Source: an optimization exercise on an open RTL-to-GDS flow (aim: small area, a short achievable clock period and few clock cycles). Production flows keep margins and buffers that such runs may drop. Function was checked by simulation only, so behaviour that the tests miss may differ from the original. No activity file was given, so power comes from the tool's default toggle rates.

==> inputs of job 2913 <==
==> flow/design.v <==
module sd_input
  #(parameter width = 8)
  (
   input              clk,
   input              reset,
   input              c_srdy,
   output reg         c_drdy,
   input [width-1:0]  c_data,
   output reg         ip_srdy,
   input              ip_drdy,
   output reg [width-1:0] ip_data
   );
  reg 	  load;
  reg 	  drain;
  reg 	  occupied, nxt_occupied;
  reg [width-1:0] hold, nxt_hold;
  reg 		  nxt_c_drdy;
  always @*
    begin
      nxt_hold = hold;
      nxt_occupied = occupied;
      drain = occupied & ip_drdy;
      load = c_srdy & c_drdy & (!ip_drdy | drain);
      if (occupied)
	ip_data = hold;
      else
	ip_data = c_data;
      ip_srdy = (c_srdy & c_drdy) | occupied;
      if (load)
	begin
	  nxt_hold = c_data;
	  nxt_occupied =  1;
	end
      else if (drain)
	nxt_occupied = 0;
      nxt_c_drdy = (!occupied & !load) | (drain & !load);
    end
  always @(posedge clk or posedge reset)
    begin
      if (reset)
	begin
	  hold     <=  0;
	  occupied <=  0;
	  c_drdy   <=  0;
	end
      else
	begin
	  hold     <=  nxt_hold;
	  occupied <=  nxt_occupied;
	  c_drdy   <=  nxt_c_drdy;
	end  
    end  
endmodule
module sd_output
  #(parameter width = 8)
  (
   input              clk,
   input              reset,
   input              ic_srdy,
   output reg         ic_drdy,
   input [width-1:0]  ic_data,
   output reg         p_srdy,
   input              p_drdy,
   output reg [width-1:0] p_data
   );
  reg 	  load;    
  reg 	  nxt_p_srdy;
  always @*
    begin
      ic_drdy = p_drdy | !p_srdy;
      load  = ic_srdy & ic_drdy;
      nxt_p_srdy = load | (p_srdy & !p_drdy);
    end
  always @(posedge clk or posedge reset)
    begin
      if (reset)
	begin
	  p_srdy <=  0;
	end
      else
	begin
	  p_srdy <=  nxt_p_srdy;
	end  
    end  
  always @(posedge clk)
    if (load)
      p_data <=  ic_data;
endmodule  
module sb_aoi222 (input a0, b0, a1, b1, a2, b2, output y);
  assign y = ~((a0 & b0) | (a1 & b1) | (a2 & b2));
endmodule
module sb_aoi22 (input a0, b0, a1, b1, output y);
  assign y = ~((a0 & b0) | (a1 & b1));
endmodule
module sb_nand4 (input a, b, c, d, output y);
  assign y = ~(a & b & c & d);
endmodule
module sb_nand3 (input a, b, c, output y);
  assign y = ~(a & b & c);
endmodule
module sb_nor4 (input a, b, c, d, output y);
  assign y = ~(a | b | c | d);
endmodule
module sb_nor3 (input a, b, c, output y);
  assign y = ~(a | b | c);
endmodule
module sb_rdbit (input [127:0] sel, input [127:0] d, output y);
  wire [42:0] l1;    
  wire [10:0] l2;    
  wire [2:0]  l3;    
  genvar i;
  generate
    for (i = 0; i < 42; i = i + 1)
      begin : g1
        sb_aoi222 u (.a0(sel[3*i]), .b0(d[3*i]), .a1(sel[3*i+1]), .b1(d[3*i+1]),
                     .a2(sel[3*i+2]), .b2(d[3*i+2]), .y(l1[i]));
      end
    for (i = 0; i < 10; i = i + 1)
      begin : g2
        sb_nand4 u (.a(l1[4*i]), .b(l1[4*i+1]), .c(l1[4*i+2]), .d(l1[4*i+3]), .y(l2[i]));
      end
  endgenerate
  sb_aoi22 u1l (.a0(sel[126]), .b0(d[126]), .a1(sel[127]), .b1(d[127]), .y(l1[42]));
  sb_nand3 u2l (.a(l1[40]), .b(l1[41]), .c(l1[42]), .y(l2[10]));
  sb_nor4  u3a (.a(l2[0]), .b(l2[1]), .c(l2[2]), .d(l2[3]), .y(l3[0]));
  sb_nor4  u3b (.a(l2[4]), .b(l2[5]), .c(l2[6]), .d(l2[7]), .y(l3[1]));
  sb_nor3  u3c (.a(l2[8]), .b(l2[9]), .c(l2[10]), .y(l3[2]));
  sb_nand3 u4  (.a(l3[0]), .b(l3[1]), .c(l3[2]), .y(y));
endmodule
module sd_scoreboard_fsm
  #(parameter width=8,
    parameter items=64,
    parameter use_txid=0,
    parameter use_mask=0,
    parameter txid_sz=2,
    parameter asz=6)   
  (input      clk,
   input      reset,
   input      ip_srdy,
   output reg     ip_drdy,
   input      ip_req_type,  
   input [txid_sz-1:0] ip_txid,
   input [width-1:0] ip_mask,
   input [width-1:0] ip_data,
   input [asz-1:0]   ip_itemid,
   output reg     ic_srdy,
   input      ic_drdy,
   output reg [txid_sz-1:0] ic_txid,
   output reg [width-1:0]   ic_data,
   input [width-1:0]    d_out,
   output reg               wr_en,
   output reg               rd_en,
   output reg [width-1:0]   d_in,
   output reg [asz-1:0]     addr
   );
  localparam s_idle = 0, s_read = 1, s_rdmod = 2;
  reg [2:0]                 state, nxt_state;
  reg [txid_sz-1:0]         txid, nxt_txid;
  always @*
    begin
      ip_drdy = 0;
      ic_srdy = 0;
      ic_data = 0;
      wr_en = 0;
      rd_en = 0;
      d_in = 0;
      addr = ip_itemid;
      nxt_state = state;
      nxt_txid  = txid;
      if (use_txid)
        ic_txid = txid;
      else
        ic_txid = 0;
      nxt_state[s_read] = 0;
      if (state[s_idle])
        begin
	  if (state[s_read] & !ic_drdy)
	    begin
	    end
          else if (ip_srdy & (ip_req_type==1))
            begin
              if ((use_mask==0) | (ip_mask=={width{1'b1}}))
                begin
                  ip_drdy = 1;
                  wr_en   = 1;
                  d_in    = ip_data;
                end
              else
                begin
                  rd_en = 1;
                  nxt_state[s_rdmod] = 1;
                  nxt_state[s_idle]  = 0;
                end
            end
          else if (ip_srdy & (ip_req_type==0))
            begin
              rd_en = 1;
              nxt_state[s_read] = 1;
              nxt_txid  = ip_txid;
              ip_drdy   = 1;
            end
        end  
      if (state[s_read])
        begin
          ic_srdy = 1;
          ic_data = d_out;
          if (!ic_drdy)
            begin
              nxt_state[s_read] = 1;
            end
        end  
      if (state[s_rdmod])
        begin
          ip_drdy = 1;
          d_in = (d_out & ~ip_mask) | (ip_data & ip_mask);
          wr_en   = 1;
          nxt_state[s_rdmod] = 0;
          nxt_state[s_idle]  = 1;
        end
    end  
  always @(posedge clk or posedge reset)
    begin
      if (reset)
        begin
          state <=  1;
        end
      else
        begin
          state <=  nxt_state;
        end
    end  
  generate
    if (use_txid != 0)
      begin : gen_txid_hold
        always @(posedge clk or posedge reset)
          begin
            if (reset)
              begin
                txid  <=  0;
              end
            else
              begin
                txid  <=  nxt_txid;
              end
          end  
      end  
  endgenerate
endmodule  
module sd_scoreboard
  #(parameter width=32,
    parameter items=128,
    parameter use_txid=1,
    parameter use_mask=1,
    parameter txid_sz=4,
    parameter asz=7)   
  (input      clk,
   input      reset,
   input      c_srdy,
   output reg c_drdy,
   input      c_req_type,  
   input [txid_sz-1:0] c_txid,
   input [width-1:0] c_mask,
   input [width-1:0] c_data,
   input [asz-1:0]   c_itemid,
   output reg p_srdy,
   input      p_drdy,
   output reg [txid_sz-1:0] p_txid,
   output reg [width-1:0]   p_data
   );
  localparam qdepth = 3;           
  localparam qsz    = 2;           
  localparam csz    = 3;           
  wire                c_acc = c_srdy & c_drdy;
  localparam nlo = 8;
  localparam nhi = items / nlo;
  reg                 s2_rd;       
  reg [txid_sz-1:0]   s2_txid;
  reg [width-1:0]     s2_val;
  reg [nlo-1:0]       s2_wlo;      
  reg [nhi-1:0]       s2_whi;      
  wire [nlo-1:0]      c_lo = {{nlo-1{1'b0}}, 1'b1} << c_itemid[2:0];
  wire [nhi-1:0]      c_hi = {{nhi-1{1'b0}}, 1'b1} << c_itemid[asz-1:3];
  wire [items*width-1:0] flat;
  wire [items-1:0]    rsel;
  genvar w, b;
  generate
    for (w = 0; w < items; w = w + 1)
      begin : rec
        reg [width-1:0] word;
        always @(posedge clk)
          if (s2_whi[w/nlo] & s2_wlo[w%nlo])
            word <= s2_val;
        assign flat[w*width +: width] = word;
        assign rsel[w] = c_hi[w/nlo] & c_lo[w%nlo];
      end
  endgenerate
  wire [width-1:0]    rd;
  generate
    for (b = 0; b < width; b = b + 1)
      begin : col
        wire [items-1:0] bits;
        for (w = 0; w < items; w = w + 1)
          begin : pick
            assign bits[w] = flat[w*width+b];
          end
        sb_rdbit rdb (.sel(rsel), .d(bits), .y(rd[b]));
      end
  endgenerate
  wire                fwd = (|(s2_whi & c_hi)) & (|(s2_wlo & c_lo));
  wire [width-1:0]    old = fwd ? s2_val : rd;
  wire [width-1:0]    mm  = (~c_req_type) ? {width{1'b0}} :
                            (use_mask)    ? c_mask : {width{1'b1}};
  wire [width-1:0]    nv  = (old & ~mm) | (c_data & mm);
  always @(posedge clk or posedge reset)
    if (reset)
      begin
        s2_rd  <= 0;
        s2_whi <= 0;
      end
    else
      begin
        s2_rd  <= c_acc & ~c_req_type;
        s2_whi <= c_hi & {nhi{c_acc & c_req_type}};
      end
  always @(posedge clk)
    begin
      s2_txid <= (use_txid) ? c_txid : {txid_sz{1'b0}};
      s2_val  <= nv;
      s2_wlo  <= c_lo;
    end
  reg [txid_sz-1:0]   q_txid [0:qdepth-1];
  reg [width-1:0]     q_data [0:qdepth-1];
  reg [qsz-1:0]       q_rp, q_wp;
  reg [qsz:0]         q_cnt;
  reg [csz-1:0]       owed;        
  wire                push  = s2_rd;
  wire                ofree = ~p_srdy | p_drdy;
  wire                qempty = (q_cnt == 0);
  wire                pop   = ofree & ~qempty;
  wire                byp   = ofree & qempty & push;
  wire                enq   = push & ~byp;
  wire                xfer  = p_srdy & p_drdy;
  wire [csz-1:0]      owed_nxt = owed + {{csz-1{1'b0}}, c_acc & ~c_req_type}
                                 - {{csz-1{1'b0}}, xfer};
  always @(posedge clk or posedge reset)
    if (reset)
      begin
        p_srdy <= 0;
        q_rp   <= 0;
        q_wp   <= 0;
        q_cnt  <= 0;
        owed   <= 0;
        c_drdy <= 0;
      end
    else
      begin
        if (ofree)
          p_srdy <= ~qempty | push;
        if (pop)
          q_rp <= (q_rp == qdepth-1) ? {qsz{1'b0}} : q_rp + 1'b1;
        if (enq)
          q_wp <= (q_wp == qdepth-1) ? {qsz{1'b0}} : q_wp + 1'b1;
        q_cnt  <= q_cnt + {{qsz{1'b0}}, enq} - {{qsz{1'b0}}, pop};
        owed   <= owed_nxt;
        c_drdy <= (owed_nxt <= qdepth);
      end
  always @(posedge clk)
    begin
      if (pop)
        begin
          p_txid <= q_txid[q_rp];
          p_data <= q_data[q_rp];
        end
      else if (byp)
        begin
          p_txid <= s2_txid;
          p_data <= s2_val;
        end
      if (enq)
        begin
          q_txid[q_wp] <= s2_txid;
          q_data[q_wp] <= s2_val;
        end
    end
endmodule  
==> flow/run.sh <==
#!/bin/bash
# synth_recipe.tcl (not shown) runs the flow's synth.tcl, then flattens the netlist and writes it again
# the make line also repeats each setting of config.mk as NAME=value (left out here)
make -C /OpenROAD-flow-scripts/flow DESIGN_CONFIG=/design/flow/config.mk WORK_HOME=/design/flow/orfs CLKGATE_MAP_FILE= SYNTH_SCRIPT=/design/flow/synth_recipe.tcl finish
==> flow/config.mk <==
export PLATFORM = sky130hd
export DESIGN_NAME = sd_scoreboard
export DESIGN_NICKNAME = sd_scoreboard
export VERILOG_FILES = /design/flow/design.v
export SDC_FILE = /design/flow/constraint.sdc
export NUM_CORES = 4
export LEC_CHECK = 0
export ABC_CLOCK_PERIOD_IN_PS = 3500
export CAP_MARGIN = 20
export CORE_MARGIN = 2
export CORE_UTILIZATION = 55
export CTS_BUF_LIST = sky130_fd_sc_hd__clkbuf_16
export CTS_CLUSTER_DIAMETER = 80
export CTS_CLUSTER_SIZE = 24
export SETUP_SLACK_MARGIN = 3.0
export SLEW_MARGIN = 20
export SYNTH_HIERARCHICAL = 1
export SYNTH_MINIMUM_KEEP_SIZE = 0
==> flow/constraint.sdc <==
create_clock -name core_clock -period 6.5 [get_ports {clk}]
set_input_delay 1.3000 -clock core_clock [delete_from_list [all_inputs] [get_ports {clk}]]
set_output_delay 1.3000 -clock core_clock [all_outputs]
set_load 0.01 [all_outputs]
==> job 3570 (differences from job 2913) <==
--- a/flow/design.v
+++ b/flow/design.v
@@ -106,9 +106,8 @@
 endmodule
-module sb_rdbit (input [127:0] sel, input [127:0] d, output y);
-  wire [42:0] l1;    
-  wire [10:0] l2;    
-  wire [2:0]  l3;    
+module sb_rd32 (input [31:0] sel, input [31:0] d, output yn);
+  wire [10:0] l1;    
+  wire [2:0]  l2;    
   genvar i;
   generate
-    for (i = 0; i < 42; i = i + 1)
+    for (i = 0; i < 10; i = i + 1)
       begin : g1
@@ -117,13 +116,8 @@
       end
-    for (i = 0; i < 10; i = i + 1)
-      begin : g2
-        sb_nand4 u (.a(l1[4*i]), .b(l1[4*i+1]), .c(l1[4*i+2]), .d(l1[4*i+3]), .y(l2[i]));
-      end
   endgenerate
-  sb_aoi22 u1l (.a0(sel[126]), .b0(d[126]), .a1(sel[127]), .b1(d[127]), .y(l1[42]));
-  sb_nand3 u2l (.a(l1[40]), .b(l1[41]), .c(l1[42]), .y(l2[10]));
-  sb_nor4  u3a (.a(l2[0]), .b(l2[1]), .c(l2[2]), .d(l2[3]), .y(l3[0]));
-  sb_nor4  u3b (.a(l2[4]), .b(l2[5]), .c(l2[6]), .d(l2[7]), .y(l3[1]));
-  sb_nor3  u3c (.a(l2[8]), .b(l2[9]), .c(l2[10]), .y(l3[2]));
-  sb_nand3 u4  (.a(l3[0]), .b(l3[1]), .c(l3[2]), .y(y));
+  sb_aoi22 u1l (.a0(sel[30]), .b0(d[30]), .a1(sel[31]), .b1(d[31]), .y(l1[10]));
+  sb_nand4 u2a (.a(l1[0]), .b(l1[1]), .c(l1[2]), .d(l1[3]), .y(l2[0]));
+  sb_nand4 u2b (.a(l1[4]), .b(l1[5]), .c(l1[6]), .d(l1[7]), .y(l2[1]));
+  sb_nand3 u2c (.a(l1[8]), .b(l1[9]), .c(l1[10]), .y(l2[2]));
+  sb_nor3  u3  (.a(l2[0]), .b(l2[1]), .c(l2[2]), .y(yn));
 endmodule
@@ -269,18 +263,58 @@
    );
-  localparam qdepth = 3;           
+  localparam qdepth = 4;           
   localparam qsz    = 2;           
   localparam csz    = 3;           
-  wire                c_acc = c_srdy & c_drdy;
   localparam nlo = 8;
   localparam nhi = items / nlo;
-  reg                 s2_rd;       
-  reg [txid_sz-1:0]   s2_txid;
-  reg [width-1:0]     s2_val;
-  reg [nlo-1:0]       s2_wlo;      
-  reg [nhi-1:0]       s2_whi;      
+  localparam gsz = 32;             
+  localparam ngr = items / gsz;
+  wire                c_acc = c_srdy & c_drdy;
   wire [nlo-1:0]      c_lo = {{nlo-1{1'b0}}, 1'b1} << c_itemid[2:0];
   wire [nhi-1:0]      c_hi = {{nhi-1{1'b0}}, 1'b1} << c_itemid[asz-1:3];
+  reg                 s0_rd;       
+  reg                 s0_wv;       
+  reg [nhi-1:0]       s0_hi;       
+  reg [nlo-1:0]       s0_lo;       
+  reg [txid_sz-1:0]   s0_txid;
+  reg [width-1:0]     s0_mm;       
+  reg [width-1:0]     s0_nd;       
+  reg                 s1_rd;
+  reg [nhi-1:0]       s1_whi;      
+  reg [nlo-1:0]       s1_lo;
+  reg [txid_sz-1:0]   s1_txid;
+  reg [width-1:0]     s1_km;       
+  reg [width-1:0]     s1_kf;       
+  reg [width-1:0]     s1_nd;       
+  reg                 s1_f2;       
+  reg [width-1:0]     s1_grp [0:ngr-1];   
+  reg                 s2_rd;
+  reg [nhi-1:0]       s2_whi;
+  reg [nlo-1:0]       s2_lo;
+  reg [txid_sz-1:0]   s2_txid;
+  reg [width-1:0]     s2_val;
+  reg [width-1:0]     s3_val;      
+  wire [width-1:0]    c_mm = (~c_req_type) ? {width{1'b0}} :
+                             (use_mask)    ? c_mask : {width{1'b1}};
+  always @(posedge clk or posedge reset)
+    if (reset)
+      begin
+        s0_rd <= 0;
+        s0_wv <= 0;
+      end
+    else
+      begin
+        s0_rd <= c_acc & ~c_req_type;
+        s0_wv <= c_acc & c_req_type;
+      end
+  always @(posedge clk)
+    begin
+      s0_hi   <= c_hi;
+      s0_lo   <= c_lo;
+      s0_txid <= (use_txid) ? c_txid : {txid_sz{1'b0}};
+      s0_mm   <= c_mm;
+      s0_nd   <= c_data & c_mm;
+    end
   wire [items*width-1:0] flat;
   wire [items-1:0]    rsel;
-  genvar w, b;
+  genvar w, b, g;
   generate
@@ -290,25 +324,57 @@
         always @(posedge clk)
-          if (s2_whi[w/nlo] & s2_wlo[w%nlo])
+          if (s2_whi[w/nlo] & s2_lo[w%nlo])
             word <= s2_val;
         assign flat[w*width +: width] = word;
-        assign rsel[w] = c_hi[w/nlo] & c_lo[w%nlo];
+        assign rsel[w] = s0_hi[w/nlo] & s0_lo[w%nlo];
       end
-  endgenerate
-  wire [width-1:0]    rd;
-  generate
-    for (b = 0; b < width; b = b + 1)
-      begin : col
-        wire [items-1:0] bits;
-        for (w = 0; w < items; w = w + 1)
-          begin : pick
-            assign bits[w] = flat[w*width+b];
+    for (g = 0; g < ngr; g = g + 1)
+      begin : grp
+        wire [width-1:0] yn;
+        for (b = 0; b < width; b = b + 1)
+          begin : col
+            wire [gsz-1:0] bits;
+            for (w = 0; w < gsz; w = w + 1)
+              begin : pick
+                assign bits[w] = flat[(g*gsz+w)*width+b];
+              end
+            sb_rd32 rdg (.sel(rsel[g*gsz +: gsz]), .d(bits), .yn(yn[b]));
           end
-        sb_rdbit rdb (.sel(rsel), .d(bits), .y(rd[b]));
+        always @(posedge clk)
+          s1_grp[g] <= yn;
       end
   endgenerate
-  wire                fwd = (|(s2_whi & c_hi)) & (|(s2_wlo & c_lo));
-  wire [width-1:0]    old = fwd ? s2_val : rd;
-  wire [width-1:0]    mm  = (~c_req_type) ? {width{1'b0}} :
-                            (use_mask)    ? c_mask : {width{1'b1}};
-  wire [width-1:0]    nv  = (old & ~mm) | (c_data & mm);
+  wire                hit1 = (|(s1_whi & s0_hi)) & (|(s1_lo & s0_lo));
+  wire                hit2 = (|(s2_whi & s0_hi)) & (|(s2_lo & s0_lo));
+  always @(posedge clk or posedge reset)
+    if (reset)
+      begin
+        s1_rd  <= 0;
+        s1_whi <= 0;
+      end
+    else
+      begin
+        s1_rd  <= s0_rd;
+        s1_whi <= s0_hi & {nhi{s0_wv}};
+      end
+  always @(posedge clk)
+    begin
+      s1_lo   <= s0_lo;
+      s1_txid <= s0_txid;
+      s1_km   <= ~s0_mm & {width{~(hit1 | hit2)}};
+      s1_kf   <= ~s0_mm & {width{hit1 | hit2}};
+      s1_nd   <= s0_nd;
+      s1_f2   <= hit1;
+    end
+  wire [width-1:0]    rd;
+  integer             k;
+  reg [width-1:0]     all_n;
+  always @*
+    begin
+      all_n = {width{1'b1}};
+      for (k = 0; k < ngr; k = k + 1)
+        all_n = all_n & s1_grp[k];
+    end
+  assign rd = ~all_n;
+  wire [width-1:0]    fv = s1_f2 ? s2_val : s3_val;
+  wire [width-1:0]    nv = (rd & s1_km) | (fv & s1_kf) | s1_nd;
   always @(posedge clk or posedge reset)
@@ -321,4 +387,4 @@
       begin
-        s2_rd  <= c_acc & ~c_req_type;
-        s2_whi <= c_hi & {nhi{c_acc & c_req_type}};
+        s2_rd  <= s1_rd;
+        s2_whi <= s1_whi;
       end
@@ -326,5 +392,6 @@
     begin
-      s2_txid <= (use_txid) ? c_txid : {txid_sz{1'b0}};
+      s2_lo   <= s1_lo;
+      s2_txid <= s1_txid;
       s2_val  <= nv;
-      s2_wlo  <= c_lo;
+      s3_val  <= s2_val;
     end
==> flow/flow/run.sh (new file) <==
#!/bin/bash
# Standard layout, with one change: the port buffers that ORFS inserts
# are buf_4 cells instead of its default choice (a delay cell).
# Each tool's full output stays in the ORFS logs under orfs/logs; make's
# output goes to standard.log.
set -euo pipefail
cat >> config.mk <<'EOF'
export BUFFER_PORTS_ARGS = -buffer_cell sky130_fd_sc_hd__buf_4
EOF
bash standard.sh > standard.log 2>&1
==> flow/standard.sh (new file) <==
#!/bin/bash
# synth_recipe.tcl (not shown) runs the flow's synth.tcl, then flattens the netlist and writes it again
# the make line also repeats each setting of config.mk as NAME=value (left out here)
make -C /OpenROAD-flow-scripts/flow DESIGN_CONFIG=/design/flow/config.mk WORK_HOME=/design/flow/orfs CLKGATE_MAP_FILE= SYNTH_SCRIPT=/design/flow/synth_recipe.tcl "${@:-finish}"
Settings changed: BUFFER_PORTS_ARGS set to -buffer_cell sky130_fd_sc_hd__buf_4.
removed: flow/run.sh
==> key figures <==
Global routing
  • Global Route met1 Usage: 0.427
  • Antenna violations before repair: 56

Outcome
  • Outcome: complete, no violations

Timing
  • Max Clock Skew: 0.0451 ns

Power and ir drop
  • Worst ir drop on vdd: 0.260 mV
  • Combinational share of power: 0.051

Finish
  • Final nets: 7957
  • Clock buffers: roughly 230

Synthesis
  • Synth Area in Compound Gates: 0.0931

Drt
  • WL met3: around 53000 um

Worst setup path
  • Worst Path Buf+Inv: 2
-- figures above: job 3570

==> key figures <==
Outcome
  • Outcome: complete, no violations

Worst setup path
  • CP arrival: 4.83 ns
  • Worst Path Buf+Inv: 6
  • Crit-path most repeated cell: buf_12

Drt
  • WL met3: 58100 um
  • M1 WL: 175000 um

Timing
  • Max Clock Skew: 0.0597 ns

Global routing
  • Global Route met1 Usage: 0.476
  • Antenna violations before repair: 23

Synthesis
  • Synth Area in Compound Gates: 0.102

Finish
  • Util after Layout: 0.627
  • Final nets: about 8000

Place
  • Port Buffers: 117

Power and ir drop
  • Combinational share of power: 0.094
-- figures above: job 2913

Testbench counts of job 2913, summed over its fixed seeds: cycles 12,044.
Testbench counts of job 3570, summed over its fixed seeds: cycles 12,090.

re-timing with driven ports:
No port has a modelled driver above. Below, the same layouts with a new extraction and two added sets of constraints.
Step 1: set_driving_cell puts a clkbuf_16 on clk and a buf_2 on each other input, an assumption about the parent block.
Step 2 moves the port delays by t, midway between the first and last clock arrival at a register: inputs arrive t later, outputs are due t later. That takes back most of the time a late clock gives input paths.
a / b / c = ideal ports / drivers / drivers and shift; a / b = the first two.
run | t (ns) | slack for setup (ns) | clock arrival spread, ns | slew at the worst register clock pin (ns) | worst slew at a driven data input, ns
job 2913 | 1.028 | 2.300 / 2.200 / 1.173 | 0.061 / 0.061 | 0.10 / 0.10 | 0.23
job 3570 | 1.041 | 3.498 / 3.486 / 2.909 | 0.051 / 0.050 | 0.10 / 0.10 | 0.27
After both steps setup and hold are still met in every run listed. For job 2913, which loses most, drivers alone change the setup slack by -0.100 ns; drivers and shift together by -1.127 ns.
